From an optimization exercise on the open Yosys and OpenROAD flow, aimed at small area, a short achievable clock period and few clock cycles; shortcuts taken in it are not production practice.
The RTL of this run was laid out without a check of its function.
Power is estimated from default activity; no workload was simulated.

===== design.v =====
module ARM(
    input CLK,
    input Reset,
    input [31:0] Instr,
    input [31:0] ReadData,
    output MemWrite,
    output [31:0] PC,
    output [31:0] ALUResult,
    output [31:0] WriteData
);
    reg [31:0] pc_r;
    reg [31:0] ir;
    reg        id_valid;
    reg        ex_valid;
    reg [3:0]  ex_cond;
    reg        ex_dp, ex_ld, ex_st, ex_mul, ex_div, ex_b;
    reg [1:0]  ex_aluop;           
    reg        ex_fcv, ex_we;
    reg        ex_useimm;
    reg [7:0]  ex_imm8;
    reg [1:0]  ex_sh;
    reg [4:0]  ex_shamt;
    reg [3:0]  ex_rd;
    reg [31:0] ex_A, ex_B;
    reg [31:0] ex_addr;
    reg        fN, fZ, fC, fV;
    reg        m_busy;
    reg [31:0] m_R;
    reg [4:0]  m_cnt;
    reg [31:0] rf [0:14];
    assign PC = pc_r;
    reg cond_ok;
    always @(*) begin
        case (ex_cond)
            4'b0000: cond_ok = fZ;
            4'b0001: cond_ok = ~fZ;
            4'b0010: cond_ok = fC;
            4'b0011: cond_ok = ~fC;
            4'b0100: cond_ok = fN;
            4'b0101: cond_ok = ~fN;
            4'b0110: cond_ok = fV;
            4'b0111: cond_ok = ~fV;
            4'b1000: cond_ok = ~fZ & fC;
            4'b1001: cond_ok = fZ | ~fC;
            4'b1010: cond_ok = ~(fN ^ fV);
            4'b1011: cond_ok = fN ^ fV;
            4'b1100: cond_ok = ~fZ & ~(fN ^ fV);
            4'b1101: cond_ok = fZ | (fN ^ fV);
            default: cond_ok = 1'b1;
        endcase
    end
    wire ex_go = ex_valid & cond_ok;
    wire [4:0] sa = ex_shamt;
    wire [63:0] rot_in = {ex_B, ex_B};
    wire [31:0] ror_out = rot_in >> sa;
    wire [31:0] lsl_out = ex_B << sa;
    wire [31:0] lsr_out = ex_B >> sa;
    wire [31:0] asr_out = $signed(ex_B) >>> sa;
    reg  [31:0] sh_out;
    always @(*) begin
        case (ex_sh)
            2'b00: sh_out = lsl_out;
            2'b01: sh_out = lsr_out;
            2'b10: sh_out = asr_out;
            default: sh_out = ror_out;
        endcase
    end
    wire [31:0] srcB = ex_useimm ? {24'b0, ex_imm8} : sh_out;
    wire        sub  = ex_aluop[0];
    wire [32:0] sum  = {1'b0, ex_A} + {1'b0, sub ? ~srcB : srcB} + {32'b0, sub};
    reg  [31:0] alu_out;
    always @(*) begin
        case (ex_aluop)
            2'b10: alu_out = ex_A & srcB;
            2'b11: alu_out = ex_A | srcB;
            default: alu_out = sum[31:0];
        endcase
    end
    wire cout  = sum[32] ^ sub;
    wire aN    = alu_out[31];
    wire aZ    = ~|alu_out;
    wire aV    = (ex_A[31] ^ sum[31]) & ~(ex_A[31] ^ srcB[31] ^ sub);
    always @(posedge CLK) begin
        if (ex_go & ex_fcv) begin fN <= aN; fZ <= aZ; fC <= cout; fV <= aV; end
    end
    wire [31:0] m_P = m_busy ? m_R : 32'd0;
    wire [31:0] mul_res = m_P + (ex_B[0] ? ex_A : 32'd0)
                              + (ex_B[1] ? {ex_A[30:0], 1'b0} : 32'd0)
                              + (ex_B[2] ? {ex_A[29:0], 2'b0} : 32'd0)
                              + (ex_B[3] ? {ex_A[28:0], 3'b0} : 32'd0);
    wire mul_done = (ex_B[31:4] == 28'd0) | (ex_A[27:0] == 28'd0);
    function [5:0] clz32;
        input [31:0] x;
        integer k;
        begin
            clz32 = 6'd32;
            for (k = 0; k < 32; k = k + 1)
                if (x[k]) clz32 = 6'd31 - k[5:0];
        end
    endfunction
    wire [5:0] clzA = clz32(ex_A);
    wire [5:0] clzB = clz32(ex_B);
    wire       divB0 = (ex_B == 32'd0);
    wire       div_small = clzB < clzA;          
    wire [5:0] div_diff = clzB - clzA;
    wire       div_ge = ~cout;                    
    wire [31:0] div_q = {m_R[30:0], div_ge};
    wire       div_done = m_busy ? (m_cnt == 5'd0) : (divB0 | div_small);
    wire [31:0] div_res = m_busy ? div_q : {32{divB0}};
    wire m_done = ex_mul ? mul_done : div_done;
    wire stall_ex = ex_go & (ex_mul | ex_div) & ~m_done;
    assign ALUResult = ex_addr;
    assign WriteData = ex_B;
    assign MemWrite  = ex_go & ex_st;
    wire        wb_we = ex_go & ex_we & ~stall_ex;
    wire [31:0] wb_d  = ex_ld ? ReadData : ex_mul ? mul_res : ex_div ? div_res : alu_out;
    always @(posedge CLK)
        if (wb_we) rf[ex_rd] <= wb_d;
    wire br_taken = ex_go & ex_b;
    wire [3:0] d_cond = ir[31:28];
    wire [1:0] d_op   = ir[27:26];
    wire       d_I    = ir[25];
    wire [3:0] d_cmd  = ir[24:21];
    wire       d_S    = ir[20];
    wire       d_mul  = (d_op == 2'b00) & ~d_I & (ir[7:4] == 4'b1001) & (d_cmd == 4'b0000);
    wire       d_dp   = (d_op == 2'b00) & ~d_mul;
    wire       d_div  = (d_op == 2'b01) & (ir[25:20] == 6'b111111) & (ir[7:4] == 4'b1111);
    wire       d_mem  = (d_op == 2'b01) & ~d_div;
    wire       d_ld   = d_mem & ir[20];
    wire       d_st   = d_mem & ~ir[20];
    wire       d_b    = (d_op == 2'b10);
    wire       d_md   = d_mul | d_div;
    wire [3:0] ra1 = d_md ? ir[11:8] : ir[19:16];
    wire [3:0] ra2 = d_st ? ir[15:12] : ir[3:0];
    wire [3:0] d_rd = d_md ? ir[19:16] : ir[15:12];
    reg [1:0] d_aluop;
    always @(*) begin
        case (d_cmd)
            4'b0000: d_aluop = 2'b10;
            4'b1100: d_aluop = 2'b11;
            4'b0010, 4'b1010: d_aluop = 2'b01;
            default: d_aluop = 2'b00;
        endcase
        if (d_div) d_aluop = 2'b01;
    end
    wire d_arith = (d_cmd == 4'b0100) | (d_cmd == 4'b0010) | (d_cmd == 4'b1010) | (d_cmd == 4'b1011);
    wire d_cmpn  = (d_cmd[3:1] == 3'b101);
    wire d_fcv = d_dp & d_S & d_arith;
    wire d_we  = (d_dp & ~d_cmpn) | d_ld | d_md;
    wire [31:0] rf1 = rf[ra1];
    wire [31:0] rf2 = rf[ra2];
    wire [31:0] rd1 = (wb_we && ex_rd == ra1) ? wb_d : rf1;
    wire [31:0] rd2 = (wb_we && ex_rd == ra2) ? wb_d : rf2;
    wire [31:0] pc_plus4 = pc_r + 32'd4;
    wire [31:0] m_off = ir[23] ? {20'b0, ir[11:0]} : -{20'b0, ir[11:0]};
    wire [31:0] b_off = {{6{ir[23]}}, ir[23:0], 2'b00};
    wire [31:0] d_addr = d_b ? (pc_plus4 + b_off) : (rf1 + m_off);
    wire stall_id = id_valid & d_mem & ex_valid & ex_we & (ex_rd == ir[19:16]);
    always @(posedge CLK or posedge Reset) begin
        if (Reset) begin
            pc_r     <= 32'd0;
            id_valid <= 1'b0;
            ex_valid <= 1'b0;
            m_busy   <= 1'b0;
        end else begin
            m_busy <= stall_ex;
            if (br_taken) begin
                pc_r     <= ex_addr;
                id_valid <= 1'b0;
                ex_valid <= 1'b0;
            end else if (stall_ex) begin
            end else if (stall_id) begin
                ex_valid <= 1'b0;
            end else begin
                pc_r     <= pc_plus4;
                id_valid <= 1'b1;
                ex_valid <= id_valid;
            end
        end
    end
    always @(posedge CLK) begin
        if (~stall_ex & ~stall_id & ~br_taken)
            ir <= Instr;
        if (stall_ex) begin
            if (ex_mul) begin
                m_R  <= mul_res;
                ex_A <= {ex_A[27:0], 4'b0};
                ex_B <= {4'b0, ex_B[31:4]};
            end else if (~m_busy) begin
                m_R      <= 32'd0;
                m_cnt    <= div_diff[4:0];
                ex_shamt <= div_diff[4:0];
                ex_sh    <= 2'b00;
            end else begin
                m_R      <= div_q;
                m_cnt    <= m_cnt - 5'd1;
                if (div_ge) ex_A <= sum[31:0];
                ex_B     <= {1'b0, sh_out[31:1]};
                ex_shamt <= 5'd0;
            end
        end else begin
            ex_cond   <= d_cond;
            ex_dp     <= d_dp;
            ex_ld     <= d_ld;
            ex_st     <= d_st;
            ex_mul    <= d_mul;
            ex_div    <= d_div;
            ex_b      <= d_b;
            ex_aluop  <= d_aluop;
            ex_fcv    <= d_fcv;
            ex_we     <= d_we;
            ex_useimm <= d_I & d_dp;
            ex_imm8   <= ir[7:0];
            ex_sh     <= d_md ? 2'b00 : ir[6:5];
            ex_shamt  <= d_md ? 5'd0 : ir[11:7];
            ex_rd     <= d_rd;
            ex_A      <= rd1;
            ex_B      <= rd2;
            ex_addr   <= d_addr;
        end
    end
endmodule

===== run.sh =====
#!/bin/bash
# synth_recipe.tcl (not shown) runs the flow's synth.tcl, then flattens the netlist and writes it again
# the make line also repeats each setting of config.mk as NAME=value (left out here)
make -C /OpenROAD-flow-scripts/flow DESIGN_CONFIG=/design/flow/config.mk WORK_HOME=/design/flow/orfs CLKGATE_MAP_FILE= SYNTH_SCRIPT=/design/flow/synth_recipe.tcl finish

===== config.mk =====
export PLATFORM = sky130hd
export DESIGN_NAME = ARM
export DESIGN_NICKNAME = ARM
export VERILOG_FILES = /design/flow/design.v
export SDC_FILE = /design/flow/constraint.sdc
export NUM_CORES = 4
export LEC_CHECK = 0
export CAP_MARGIN = 20
export CORE_MARGIN = 2
export CORE_UTILIZATION = 35
export SETUP_SLACK_MARGIN = 0.8
export SLEW_MARGIN = 20

===== constraint.sdc =====
create_clock -name core_clock -period 14.0 [get_ports {CLK}]
set_input_delay 2.8000 -clock core_clock [delete_from_list [all_inputs] [get_ports {CLK}]]
set_output_delay 2.8000 -clock core_clock [all_outputs]
set_load 0.01 [all_outputs]

==> impl_metrics.py <==
metrics = {
    "global_routing": {
        "grt_util_met2_pct": 40.6,
        "grt_overflow": 0,
        "antenna_found_initial": 9,
        "grt.busiest_layer": "met2",
        "grt_max_degree": 178,
        "grt_pass1_wl_um": 301000,
        "grt_usage_pct": 26.4,
        "grt_use_met3_pct": 5.03,
        "gr-usage-met1_pct": 34.1,
        "grt_pass1_vias": 43200,
    },
    "clock_tree": {
        "post_cts_buffers": 0,
        "cts.sinks": 717,
        "cts_tree": "yes",
        "ctsResizeCount": 0,
        "hold_buffers": 0,
        "htree_num_levels": 3,
        "cts_root_buf": "clkbuf_16",
        "clk_latency_ns": 0.66,
        "clk_pin_slew_worst_paths_ns": 0.07,
        "cts_made_buffers": 75,
        "clk_path_buf_depth": 3,
    },
    "place": {
        "place_area_um2": 56400,
        "post-place-ws_ns": 5.87,
        "dp.final_hpwl_um": 140000,
        "gp_congestion": 0.988,
        "io_buffers": 162,
        "dp.cells": 7195,
    },
    "setup_path": {
        "endpoint_kind": "flip-flop",
        "crit_arrival_ns": 8.67,
        "cp_slowest_stage_delay_ns": 1.01,
        "worstPathMaxFanout": 45,
        "crit_chain": "buf_4, buf_4, mux2_2, nand3_1, a311oi_1, o21ai_0, a31oi_1, mux2i_1, xnor2_1, ha_1, and3_1, a221o_1, a22o_1, a221o_1, and3_1, or3_1, a31oi_1, a221oi_1, a221oi_1, inv_1",
        "crit_slowest_cell": "a221oi_1",
        "critPathKind": "flip-flop to flip-flop",
        "cp.required_ns": 14.25,
        "start_kind": "flip-flop",
    },
    "detailed_routing": {
        "vias_per_cell": 6.21,
        "drc": 0,
        "drt_iter0_markers": 5839,
        "wl_um": 208000,
        "detail-route-antenna-nets": 0,
        "post_drt_wl_per_cell_um": 28.4,
        "dr.pass1.iters": 8,
        "detailroute.via_count": 45600,
    },
    "cells_and_area": {
        "nets": 5549,
        "drive_gt1_share_pct": 10.6,
        "area_growth_pct": 11.5,
        "fin_cells": 7334,
        "design_area_um2": 58800,
    },
    "synthesis": {
        "ys_ff_latch": 717,
        "synthArstFlopShare_pct": 4.88,
        "yosys.cell_count.top_type": "nand2_1",
        "synthDistinctLibCells": 100,
        "yosys_most_used_dff": "edfxtp_1",
        "yosys-top-cells-count": "nand2_1, edfxtp_1, nor2_1",
        "syn_avg_cell_area_um2": 9.95,
        "synth_area_leaders": "edfxtp_1, mux4_2, nand2_1, fa_1, ha_1",
        "synthesis.nets": 5587,
        "yosys_warnings": 1,
        "synth_top_area_cell": "edfxtp_1",
        "yosys.area.top_type_share_pct": 38.9,
        "syn_area_um2": 52700,
        "syn_inst": 5295,
        "synth_edf_count": 682,
        "synth_seq_area_share_pct": 40.5,
    },
    "power_and_ir_drop": {
        "pwr_density_cell_nw_per_um2": 301,
        "power.switching_mw": 8.90,
        "clock_power_share_pct": 10.8,
        "p_comb_share_pct": 66.1,
        "leakage_nw": 21.5,
        "p_seq_share_pct": 23.0,
        "power.share.switching_pct": 50.4,
        "p_int_mw": 8.77,
        "ir_drop_uv": 199,
        "p_total_mw": 17.7,
    },
    "floorplanning": {
        "initial_core_util_pct": 35.2,
        "die-area_um2": 154000,
        "coreArea_um2": 150000,
        "ioPinCount": 163,
        "num_rows": 142,
        "die_w_um": 392,
        "die_h_um": 392,
    },
    "timing": {
        "final.period_utilization_pct": 60.1,
        "worst_slack_ns": 5.58,
        "fin_skew_ns": 0.0417,
        "period_minus_slack_ns": 8.42,
        "fmax_mhz": 119,
        "slew_viol_final": 0,
        "setup_viol": 0,
        "finalSetupTns_ns": 0,
        "slew_headroom_pct": 12.9,
        "tightest_slew_ns": 1.30,
        "finalHoldViolations": 0,
        "rsz0062_at_grt": "no",
    },
    "outcome": {
        "status": "no timing/DRC/antenna violations",
    },
    "job": {
        "maxCapViolations": 0,
    },
    "hold_path": {
        "hold_path_class": "flip-flop to flip-flop",
    },
}
-- layout by cell type, fill, tap and decap left out, types with 18 or more instances in the layout --
master and n:
mux2_2 38, fa_1 92, and2_1 147, o31ai_1 29, nand2_1 858, clkinv_1 19
nand2b_1 42, o21bai_1 27, clkdlybuf4s50_1 162, buf_4 145, nor2_1 361, edfxtp_1 682
a311oi_1 68, nand3_1 260, mux4_2 175, ha_1 134, a31oi_1 109, a211oi_1 155
o221ai_1 22, o21ai_0 220, dfrtp_1 34, or3_1 18, o211ai_1 24, nor4_1 26
a21o_1 81, and3_1 65, mux2i_1 120, nor2b_1 27, nand4_1 27, a21oi_1 235
xor2_1 91, clkbuf_16 76, xnor2_1 130, nor3_1 80, o21a_1 26, inv_1 117
-- flip-flops by register name, summed over array words and instances, names as in the netlist, 2 cells and up --
signal and cells:
ex_A 32, ex_B 32, ex_addr 32, ex_aluop 2, ex_cond 4, ex_imm8 8
ex_rd 4, ex_sh 2, ex_shamt 5, ir 32, m_R 32, m_cnt 5
pc_r 32, rf 480
-- worst max-delay path, delay by kind of cell (launching register included) --
kind            cells  cell delay [ns]
fa+ha+maj           1             0.39
buf+inv             3             1.69
compound gates      9             3.76
xor+xnor            1             0.22
flops               1             0.32
simple gates        4             0.90
mux                 2             0.69
-- stage by stage --
step / hold slack, ns / util, %
floorplan: 0.400 / -
global placement: 0.406 / 37.7
detailed placement: 0.407 / 37.7
CTS: 0.421 / 39.2
global route: 0.427 / 39.3
finish: 0.420 / 39.3
-- final cells by class --
cell class                 instances  area (um^2)
timing repair buffer             314         2840
fill                           14700        90800
tap                             2016         2520
inverter                         126          480
antenna                            5         12.5
multi-input combinational       4023        29200
clock buffer                      92         1980
sequential                       717        21400
clock inverter                    41          319
-- routing by layer --
| layer | routed length, um | part of all wire (%) |
|---|---|---|
| met2 | 92400 | 44 |
| met4 | 15500 | 7.4 |
| met5 | 23 | 0.011 |
| met1 | 79400 | 38 |
| met3 | 21000 | 10 |
-- logic make-up (layout without fill, tap and decap cells) --
logic type | Yosys count | in the layout | synth area share (%)
simple gates | 1991 | 1991 | 17.2
compound gates | 1211 | 1211 | 15.6
fa+ha+maj | 246 | 246 | 7.07
other cells | 0 | 5 | 0
buf+inv | 555 | 573 | 4.58
mux | 354 | 354 | 11.3
flops | 717 | 717 | 40.5
xor+xnor | 221 | 221 | 3.67
-- power by group through the flow --
stage	Combinational [mW]	Clock, mW	Sequential (mW)
after floorplan	7.17	0	3.91
after global placement	11.2	0	4.09
after CTS	11.3	1.94	4.05
after global routing	12.4	2.02	4.08
final	11.7	1.91	4.07
after detailed placement	11.2	0	4.09
-- final timing paths --
check,cells past startpoint,end,slack [ns],startpoint
max,20,rf[8][28]$_DFFE_PP_,5.58,ex_shamt[0]$_DFFE_PP_
min,0,ex_cond[2]$_DFFE_PP_,0.42,ir[30]$_DFFE_PP_
max reg2reg,20,rf[8][28]$_DFFE_PP_,5.58,ex_shamt[0]$_DFFE_PP_
min reg2reg,0,ex_cond[2]$_DFFE_PP_,0.42,ir[30]$_DFFE_PP_
max in group asynchronous,3,m_busy$_DFF_PP0_,11.01,Reset
min in group asynchronous,3,pc_r[31]$_DFFE_PP0P_,2.61,Reset

## port drivers added, routing unchanged
No port has a modelled driver above. Below, the same layout with a new extraction and two added sets of constraints.
Step 1 assumes that a clkbuf_16 drives the clock port and a buf_2 every other input.
Step 2 times the ports against the registers' clock, not the clock port: input delays grow and output delays shrink by t, the midpoint of the rising clock arrivals with the driver on.
Slacks: ideal / step 1 / step 2; pairs: ideal / step 1.
shift t [ns]: 0.712
setup WS [ns]: 5.580 / 5.580 / 5.580
latest minus earliest clock arrival (ns): 0.041 / 0.042
After both steps setup and hold are still met in this run. The setup slack of this run moves by 0.000 ns with the drivers and by 0.000 ns with both steps.
